What follows belongs to an exercise in optimizing a design on an open flow for small area; a production flow would make more cautious choices.
The RTL was checked by simulation tests, not by an equivalence proof against the original design.
The clock port is modelled as an ideal driver; clocking choices that lean on that would not hold on a real chip.
Power is estimated from default activity; no workload was simulated.

==> run a <==
==> flow/design.v <==
module _8bitmultclk(clk,ca,auto,zap,hinib,x,lo,acu,cap);
	input clk;
	input [3:0]ca;
	input auto,zap,hinib;
	input [7:0]x,lo;
	output reg [7:0]acu;
	output reg [3:0]cap;
	reg bor;
	wire yraw=lo[ca[2:0]];
	wire ybit=yraw^bor;
	wire [8:0]acc={1'b0,acu}+(ybit ? x : 8'd0);
	always@(posedge clk)
	begin
		bor<=~ca[3]&((bor&~yraw)|(auto&(ca[2:0]==3'd0)));
		acu<=(ca[3]|zap) ? 8'd0 : acc[8:1];
		if(zap)
			cap<=4'd0;
		else if(~ca[3]&(~ca[2]|hinib))
			cap<={acc[0],cap[3:1]};
	end
endmodule
module debounce(opt,ipt,clk,en,rst_n);
	input ipt;
	input clk,en,rst_n;
	output opt;
	reg [1:0]cnt;
	always@(posedge clk or negedge rst_n)
		if(~rst_n)
			cnt<=2'b00;
		else if(en)
			cnt<={ipt&(cnt[1]|cnt[0]),ipt&~cnt[1]};
	assign opt=cnt[1]&~cnt[0];
endmodule
module displayhex(clk,tick,krst,rst_n,times,nib,seg_leds,seg_nCS);
	input clk,tick,krst,rst_n;
	input [3:0]nib;
	output wire [2:0]times;
	output wire [7:0]seg_leds;
	output wire [5:0]seg_nCS;
	reg [2:0]s;
	reg g;
	reg [3:0]data;
	assign times=g ? {s[1],s[0],~s[2]} : 3'b000;
	always@(posedge clk or negedge rst_n)
		if(!rst_n)
			s<=3'b101;
		else if(krst&&tick)
			s<=times;
	always@(posedge clk)
	begin
		if(!krst)
		begin
			g<=0;
			data<=0;
		end
		else if(tick)
		begin
			g<=1;
			data<=nib;
		end
	end
	assign seg_nCS={s!=3'b000,s!=3'b001,s!=3'b011,s!=3'b111,s!=3'b110,s!=3'b100};
	wire [15:0]sg7=16'h2812,sg6=16'hd860,sg5=16'hd004,sg4=16'h8492,sg3=16'h02ba,sg2=16'h208e,sg1=16'h1083;
	assign seg_leds={sg7[data],sg6[data],sg5[data],sg4[data],sg3[data],sg2[data],sg1[data],1'b1};
endmodule
module frediv(clk,rst_n,ca,tk1k,tk100,tk10,tk2);
	input clk,rst_n;
	output reg [3:0]ca; 
	output wire tk1k,tk100,tk10,tk2;
	reg [3:0]cb; 
	reg [3:0]cc; 
	reg [2:0]cd; 
	wire a3=~ca[2]&ca[1]&ca[0];
	wire b9=cb[3]&cb[0];
	wire c9=cc[3]&cc[0];
	always@(posedge clk or negedge rst_n)
		if(!rst_n)
		begin
			ca<=4'd4;
			cb<=0;
			cc<=0;
			cd<=0;
		end
		else
		begin
			ca<=(ca[3]&ca[0]) ? 4'd0 : ca+1'b1;
			if(a3)
			begin
				cb<=b9 ? 4'd0 : cb+1'b1;
				if(b9)
				begin
					cc<=c9 ? 4'd0 : cc+1'b1;
					if(c9)
						cd<=cd[2] ? 3'd0 : cd+1'b1;
				end
			end
		end
	assign tk1k=ca[3]&~ca[0];
	assign tk100=a3&cb[2]&~cb[1]&~cb[0];
	assign tk10=a3&b9&cc[2]&~cc[1]&~cc[0];
	assign tk2=tk10&cd[1]&~cd[0];
endmodule
module ledshow(en,clk,tick,krst,rst_n,led);
	input en,clk,tick,krst,rst_n;
	output wire [7:0]led;
	reg [2:0]w;
	reg [2:0]l;
	always@(posedge clk)
		w<={3{krst}}&(w+(tick&en));
	always@(posedge clk or negedge rst_n)
		if(!rst_n)
			l<=3'd7;
		else if(krst&&tick)
			l<=en ? w : 3'd7;
	wire p0=(l==3'd0)|(l==3'd6);
	wire p1=(l==3'd1)|(l==3'd5);
	wire p2=(l==3'd2)|(l==3'd4);
	wire p3=(l==3'd3);
	assign led={p0,p1,p2,p3,p3,p2,p1,p0};
endmodule
module main(rst_n,clk,keys,leds,seg_nCS,seg_leds);
	input rst_n;
	input clk;
	input [7:0]keys;
	output wire [7:0]leds;
	output wire [5:0]seg_nCS;
	output wire [7:0]seg_leds;
	localparam [2:0]rststa=3'b000,dpysta=3'b001,atosta=3'b010,adpsta=3'b011,mulsta=3'b110,mdpsta=3'b111;
	wire [3:0]ca;
	wire tk1k,tk100,tk10,tk2;
	frediv tb0(clk,rst_n,ca,tk1k,tk100,tk10,tk2);
	wire krst,key1,key2,key3,key4,key5,key7;
	debounce k1(krst,keys[0],clk,tk100,rst_n);
	debounce k2(key1,keys[1],clk,tk100,rst_n);
	debounce k3(key2,keys[2],clk,tk100,rst_n);
	debounce k4(key3,keys[3],clk,tk100,rst_n);
	debounce k5(key4,keys[4],clk,tk100,rst_n);
	debounce k6(key5,keys[5],clk,tk100,rst_n);
	debounce k8(key7,keys[7],clk,tk100,rst_n);
	reg [2:0]crtsta,nxtsta;
	reg [1:0]nktsta; 
	reg folinic;
	reg flag1,flag2,flag3,flag4,flag5;
	reg [7:0]in1,in2,atoin1;
	always@(posedge clk)
		if(!krst)
			crtsta<=rststa;
		else if(tk1k)
		begin
			if(!key1||!key2||!key3||!key4)
				crtsta<=nxtsta;
			else if(!key5||folinic)
				crtsta<={1'b0,nktsta};
		end
	always@(posedge clk or negedge rst_n)
		if(!rst_n)
		begin
			flag1<=0;
			flag2<=0;
			flag3<=0;
			flag4<=0;
		end
		else if(krst&&tk1k)
		begin
			flag1<=!key1;
			flag2<=!key2;
			flag3<=!key3;
			flag4<=!key4;
		end
	wire mulnow=(crtsta==mulsta);
	wire inc1=tk1k&!key2&!flag2&mulnow;
	wire inc2=tk1k&!key3&!flag3&mulnow;
	always@(posedge clk)
	begin
		in1<={8{krst}}&(in1+inc1);
		in2<={8{krst}}&(in2+inc2);
	end
	always@(posedge clk)
	begin
		if(!krst)
			nxtsta<=rststa;
		else if(tk1k)
		begin
			if(!key4&&!flag4)
				nxtsta<=(crtsta==mdpsta) ? atosta : mdpsta;
			else if(!key3)
				nxtsta<=flag3 ? mulsta : mdpsta;
			else if(!key2)
				nxtsta<=flag2 ? mulsta : mdpsta;
			else if(!key1&&!flag1)
				nxtsta<=(crtsta==rststa) ? dpysta : rststa;
		end
	end
	always@(posedge clk or negedge rst_n)
		if(!rst_n)
			flag5<=0;
		else if(key7&&tk2)
			flag5<=!key5;
	wire atonow=(crtsta==atosta);
	wire [7:0]atoinc=atoin1+1'b1;
	wire inca=tk2&key5&atonow;
	always@(posedge clk)
		atoin1<=key7 ? atoin1+inca : 8'd1;
	always@(posedge clk)
	begin
		if(!key7)
		begin
			nktsta<=atosta[1:0];
			folinic<=0;
		end
		else if(tk2)
		begin
			if(key5)
			begin
				nktsta<=atonow ? adpsta[1:0] : atosta[1:0];
				if(atonow)
					folinic<=1;
			end
			else if(!flag5)
			begin
				if(crtsta==atosta||crtsta==adpsta)
				begin
					nktsta<=dpysta[1:0];
					folinic<=0;
				end
				else
					nktsta<=rststa[1:0];
			end
		end
	end
	wire [7:0]hi=crtsta[2] ? in1 : atoin1; 
	wire [7:0]lo=crtsta[2] ? in2 : atoinc; 
	wire [2:0]times;
	wire [7:0]acu;
	wire [3:0]cap;
	wire auto=!crtsta[2];
	_8bitmultclk mul0(clk,ca,auto,auto&!key7,times==3'b001,hi,lo,acu,cap);
	reg [3:0]nib;
	always@(*)
	begin
		nib=4'h0;
		if(!crtsta[1])
		begin
			if(crtsta[0]) 
				case(times)
					3'b000,3'b111: nib=4'h2;
					3'b110,3'b100: nib=4'h3;
					default: nib=4'h0;
				endcase
		end
		else if(crtsta[0]) 
			case(times)
				3'b000,3'b001: nib=cap;
				3'b011: nib=acu[3:0];
				3'b111: nib=acu[7:4];
				default: nib=4'h0;
			endcase
		else 
			case(times)
				3'b011: nib=lo[3:0];
				3'b111: nib=lo[7:4];
				3'b110: nib=hi[3:0];
				3'b100: nib=hi[7:4];
				default: nib=4'h0;
			endcase
	end
	displayhex magallan(clk,tk1k,krst,rst_n,times,nib,seg_leds,seg_nCS);
	ledshow slience(crtsta==dpysta,clk,tk10,krst,rst_n,leds);
endmodule
==> flow/flow/run.sh <==
#!/bin/bash
# Own layout flow: the standard flow (standard.sh) with
#  - the standard synthesis, except that ABC maps the combinational logic
#    with flow/area.abc (own_synth.tcl); registers are mapped before ABC and
#    so are exactly the standard synthesis's; full-adder extraction is
#    skipped so that ABC sees all of the logic;
#  - port buffers of the smallest buffer cell instead of the flow's default.
set -euo pipefail
W=$(pwd)
bash "$W/standard.sh" \
  "SYNTH_SCRIPT=$W/flow/own_synth.tcl" \
  "BUFFER_PORTS_ARGS=-buffer_cell sky130_fd_sc_hd__buf_1" \
  "CTS_ARGS=-sink_clustering_enable -repair_clock_nets -dont_use_dummy_load -buf_list {sky130_fd_sc_hd__clkbuf_2 sky130_fd_sc_hd__clkbuf_4 sky130_fd_sc_hd__clkbuf_8} -sink_clustering_size 16" \
  finish > "$W/orfs_make.log" 2>&1
==> flow/flow/area.abc <==
strash
ifraig
scorr
dc2
strash
&get -n
&dch -f
&nf -R 1000
&put
==> flow/flow/own_synth.tcl <==
# Standard synthesis (synth_recipe.tcl) with one change: the ABC pass that maps
# the combinational logic uses area.abc instead of ORFS's script. Registers
# are mapped before ABC runs, so they are the standard synthesis's.
set ::own_abc_script [file join [file dirname [file normalize [info script]]] area.abc]
proc abc {args} {
  set i [lsearch -exact $args -script]
  if { $i >= 0 } {
    set args [lreplace $args [expr {$i + 1}] [expr {$i + 1}] $::own_abc_script]
  }
  yosys abc {*}$args
}
proc extract_fa {args} { puts "own flow: extract_fa skipped" }
source [file join [file dirname [file dirname $::own_abc_script]] synth_recipe.tcl]
==> flow/standard.sh <==
#!/bin/bash
# synth_recipe.tcl (not shown) runs the flow's synth.tcl, then flattens the netlist and writes it again
# the make line also repeats each setting of config.mk as NAME=value (left out here)
make -C /OpenROAD-flow-scripts/flow DESIGN_CONFIG=/design/flow/config.mk WORK_HOME=/design/flow/orfs CLKGATE_MAP_FILE= SYNTH_SCRIPT=/design/flow/synth_recipe.tcl "${@:-finish}"
==> flow/config.mk <==
export PLATFORM = sky130hd
export DESIGN_NAME = main
export DESIGN_NICKNAME = main
export VERILOG_FILES = /design/flow/design.v
export SDC_FILE = /design/flow/constraint.sdc
export NUM_CORES = 4
export LEC_CHECK = 0
export CAP_MARGIN = 20
export CORE_MARGIN = 2
export CORE_UTILIZATION = 40
export GPL_TIMING_DRIVEN = 0
export PLACE_DENSITY = 0.6
export SLEW_MARGIN = 20
==> flow/constraint.sdc <==
create_clock -name core_clock -period 20.0 [get_ports {clk}]
set_input_delay 4.0000 -clock core_clock [delete_from_list [all_inputs] [get_ports {clk}]]
set_output_delay 4.0000 -clock core_clock [all_outputs]
set_load 0.01 [all_outputs]
==> run b: changes against run a <==
==> flow/flow/run.sh (replaced) <==
#!/bin/bash
# Own layout flow: the standard flow (standard.sh) with
#  - the standard synthesis, except for how the combinational logic is
#    mapped (own_synth.tcl): full-adder extraction is skipped, and ABC runs
#    each of the scripts flow/a*.abc, keeping the smallest result. Registers
#    are mapped before ABC, so they are exactly the standard synthesis's;
#  - port buffers of the smallest buffer cell instead of the flow's default;
#  - a clock tree of buf_4 without dummy loads, with the buffers whose
#    clock sinks would see a high slew upsized to buf_6 (post_cts.tcl).
# Each tool's log is in orfs/logs/; make's output is in orfs_make.log.
set -euo pipefail
W=$(pwd)
bash "$W/standard.sh" \
  "SYNTH_SCRIPT=$W/flow/own_synth.tcl" \
  "BUFFER_PORTS_ARGS=-buffer_cell sky130_fd_sc_hd__buf_1" \
  "CTS_ARGS=-sink_clustering_enable -repair_clock_nets -dont_use_dummy_load -buf_list {sky130_fd_sc_hd__buf_4}" \
  "POST_CTS_TCL=$W/flow/post_cts.tcl" \
  finish > "$W/orfs_make.log" 2>&1
==> flow/flow/a01.abc (new file) <==
strash
ifraig
scorr
dc2
strash
&get -n
&dch -f
&nf -R 1000 -C 32 -F 4 -A 4
&put
==> flow/flow/a02.abc (new file) <==
strash
ifraig
scorr
dc2
strash
&get -n
&dch -f
&nf -R 1000 -C 32
&put
==> flow/flow/a04.abc (new file) <==
strash
ifraig
scorr
dc2
strash
&get -n
&dch
&nf -R 1000 -C 32
&put
==> flow/flow/a05.abc (new file) <==
strash
ifraig
scorr
dc2
strash
&get -n
&dch -f
&nf -R 1000 -C 32 -F 8 -A 8
&put
==> flow/flow/a06.abc (new file) <==
strash
ifraig
scorr
dc2
strash
&get -n
&dch -f
&nf -R 1000 -C 24 -F 4 -A 4
&put
==> flow/flow/own_synth.tcl (replaced) <==
# Standard synthesis (synth_recipe.tcl) with two changes to how the
# combinational logic is mapped; registers are mapped before either, so they
# are exactly the standard synthesis's.
#  - Full-adder extraction is skipped, so that ABC sees all of the logic.
#  - ABC maps the logic with each of the scripts a*.abc here, and the
#    smallest result (by liberty cell area) is kept.
set ::own_dir [file dirname [file normalize [info script]]]
proc extract_fa {args} { puts "own flow: extract_fa skipped" }
proc abc {args} {
  set i [lsearch -exact $args -script]
  set best {}
  set best_area {}
  yosys design -save own_pre_abc
  foreach script [lsort [glob -directory $::own_dir a*.abc]] {
    yosys design -load own_pre_abc
    set a [lreplace $args [expr {$i + 1}] [expr {$i + 1}] $script]
    if { [catch { yosys abc {*}$a } err] } {
      puts "own flow: ABC script [file tail $script] failed: $err"
      continue
    }
    set lib_args {}
    foreach lib $::env(LIB_FILES) { lappend lib_args -liberty $lib }
    set txt [yosys tee -q -s result.string stat {*}$lib_args]
    regexp {Chip area for module '[^']*': ([0-9.]+)} $txt -> area
    puts "own flow: ABC script [file tail $script]: area $area"
    if { $best_area eq {} || $area < $best_area } {
      set best_area $area
      set best $script
    }
  }
  yosys design -load own_pre_abc
  if { $best eq {} } {
    set best [lindex $args [expr {$i + 1}]]
  }
  puts "own flow: keeping ABC script [file tail $best] (area $best_area)"
  yosys abc {*}[lreplace $args [expr {$i + 1}] [expr {$i + 1}] $best]
}
source [file join [file dirname $::own_dir] synth_recipe.tcl]
==> flow/flow/post_cts.tcl (new file) <==
estimate_parasitics -placement
set own_resized 0
foreach inst [[ord::get_db_block] getInsts] {
  set name [$inst getName]
  if { ![string match "clkbuf_*" $name] } { continue }
  if { [[$inst getMaster] getName] ne "sky130_fd_sc_hd__buf_4" } { continue }
  set worst 0
  foreach pin [get_pins -of_objects [get_nets -of_objects [get_pins $name/X]]] {
    set s [get_property $pin slew_max]
    if { $s > $worst } { set worst $s }
  }
  if { $worst > 0.100 } {
    replace_cell $name sky130_fd_sc_hd__buf_6
    incr own_resized
  }
}
puts "own flow: upsized $own_resized clock buffers to buf_6"
if { $own_resized > 0 } {
  detailed_placement
  check_placement -verbose
}
CORE_UTILIZATION = 65   (was 40)
GPL_TIMING_DRIVEN = not set   (was 0)
PLACE_DENSITY = 0.8   (was 0.6)
removed: flow/flow/area.abc
==> run c: changes against run a <==
==> flow/flow/run.sh (replaced) <==
#!/bin/bash
# Own layout flow: the standard flow (standard.sh) with
#  - the standard synthesis, except for how the combinational logic is
#    mapped (own_synth.tcl): full-adder extraction is skipped, and ABC runs
#    each of the scripts flow/a*.abc, keeping the smallest result. Registers
#    are mapped before ABC, so they are exactly the standard synthesis's;
#  - global placement without timing-driven mode, after removing synthesis's
#    port buffers as timing-driven mode would (pre_gpl.tcl);
#  - port buffers of the smallest buffer cell instead of the flow's default;
#  - a clock tree of clkbuf_4/clkbuf_8 without dummy loads.
set -euo pipefail
W=$(pwd)
bash "$W/standard.sh" \
  "SYNTH_SCRIPT=$W/flow/own_synth.tcl" \
  "PRE_GLOBAL_PLACE_TCL=$W/flow/pre_gpl.tcl" \
  "BUFFER_PORTS_ARGS=-buffer_cell sky130_fd_sc_hd__buf_1" \
  "CTS_ARGS=-sink_clustering_enable -repair_clock_nets -dont_use_dummy_load -buf_list {sky130_fd_sc_hd__clkbuf_4 sky130_fd_sc_hd__clkbuf_8}" \
  finish > "$W/orfs_make.log" 2>&1
==> flow/flow/a01.abc (new file) <==
strash
ifraig
scorr
dc2
strash
&get -n
&dch -f
&nf -R 1000 -C 32 -F 4 -A 4
&put
==> flow/flow/a02.abc (new file) <==
strash
ifraig
scorr
dc2
strash
&get -n
&dch -f
&nf -R 1000 -C 32
&put
==> flow/flow/a04.abc (new file) <==
strash
ifraig
scorr
dc2
strash
&get -n
&dch
&nf -R 1000 -C 32
&put
==> flow/flow/a05.abc (new file) <==
strash
ifraig
scorr
dc2
strash
&get -n
&dch -f
&nf -R 1000 -C 32 -F 8 -A 8
&put
==> flow/flow/a06.abc (new file) <==
strash
ifraig
scorr
dc2
strash
&get -n
&dch -f
&nf -R 1000 -C 24 -F 4 -A 4
&put
==> flow/flow/own_synth.tcl (replaced) <==
# Standard synthesis (synth_recipe.tcl) with two changes to how the
# combinational logic is mapped; registers are mapped before either, so they
# are exactly the standard synthesis's.
#  - Full-adder extraction is skipped, so that ABC sees all of the logic.
#  - ABC maps the logic with each of the scripts a*.abc here, and the
#    smallest result (by liberty cell area) is kept.
set ::own_dir [file dirname [file normalize [info script]]]
proc extract_fa {args} { puts "own flow: extract_fa skipped" }
proc abc {args} {
  set i [lsearch -exact $args -script]
  set best {}
  set best_area {}
  yosys design -save own_pre_abc
  foreach script [lsort [glob -directory $::own_dir a*.abc]] {
    yosys design -load own_pre_abc
    set a [lreplace $args [expr {$i + 1}] [expr {$i + 1}] $script]
    if { [catch { yosys abc {*}$a } err] } {
      puts "own flow: ABC script [file tail $script] failed: $err"
      continue
    }
    set lib_args {}
    foreach lib $::env(LIB_FILES) { lappend lib_args -liberty $lib }
    set txt [yosys tee -q -s result.string stat {*}$lib_args]
    regexp {Chip area for module '[^']*': ([0-9.]+)} $txt -> area
    puts "own flow: ABC script [file tail $script]: area $area"
    if { $best_area eq {} || $area < $best_area } {
      set best_area $area
      set best $script
    }
  }
  yosys design -load own_pre_abc
  if { $best eq {} } {
    set best [lindex $args [expr {$i + 1}]]
  }
  puts "own flow: keeping ABC script [file tail $best] (area $best_area)"
  yosys abc {*}[lreplace $args [expr {$i + 1}] [expr {$i + 1}] $best]
}
source [file join [file dirname $::own_dir] synth_recipe.tcl]
==> flow/flow/pre_gpl.tcl (new file) <==
# Own flow, before global placement (which runs without timing-driven mode):
# remove the buffers synthesis put on ports, as timing-driven placement would
# do first; the ports get their own buffers right after this.
remove_buffers
removed: flow/flow/area.abc
==> notes <==
Area after synthesis is the same in run b and run c. Utilization, lowest first: run a, run c, run b. Register-to-register slack: run b is better than run a (0.46 ns). Routed wire length: run a > run c > run b. Between run a and run c, the lower via count is in run c (gap about 1.5%, measured against run c). Sequential share of layout area, highest first: run b, run c, run a. The lowest maximum frequency belongs to run c, the highest to run a. First-iteration DRC count, lowest first: run a, run c, run b. Cell area: run c is lower than run a (about 2.4%). In clock-buffer cell count, run a and run b do not differ. Clock power is about the same in run c and run a.

port drivers added, routing unchanged:
How much do the figures lean on ideal ports? The routed layouts below were timed once more, with nothing changed but the port constraints. Step 1 sets driving cells, clkbuf_16 on the clock port and buf_2 on the other inputs (assumed; they add their load-dependent delay and slew). Step 2 times the ports against the registers' clock, not the clock port: input delays grow and output delays shrink by t, the midpoint of the rising clock arrivals with the driver on. a / b / c = ideal ports / drivers / drivers and shift; a / b = the first two.
run	t, ns	slack for setup (ns)	worst setup path at the end	worst register clock-pin slew, ns
run a	0.397	14.222 / 14.189 / 14.587	register to output	0.11 / 0.11
run b	0.349	14.218 / 14.186 / 14.535	register to output	0.10 / 0.10
run c	0.382	14.182 / 14.150 / 14.532	register to output	0.09 / 0.09
After both steps setup and hold are still met in every run listed.
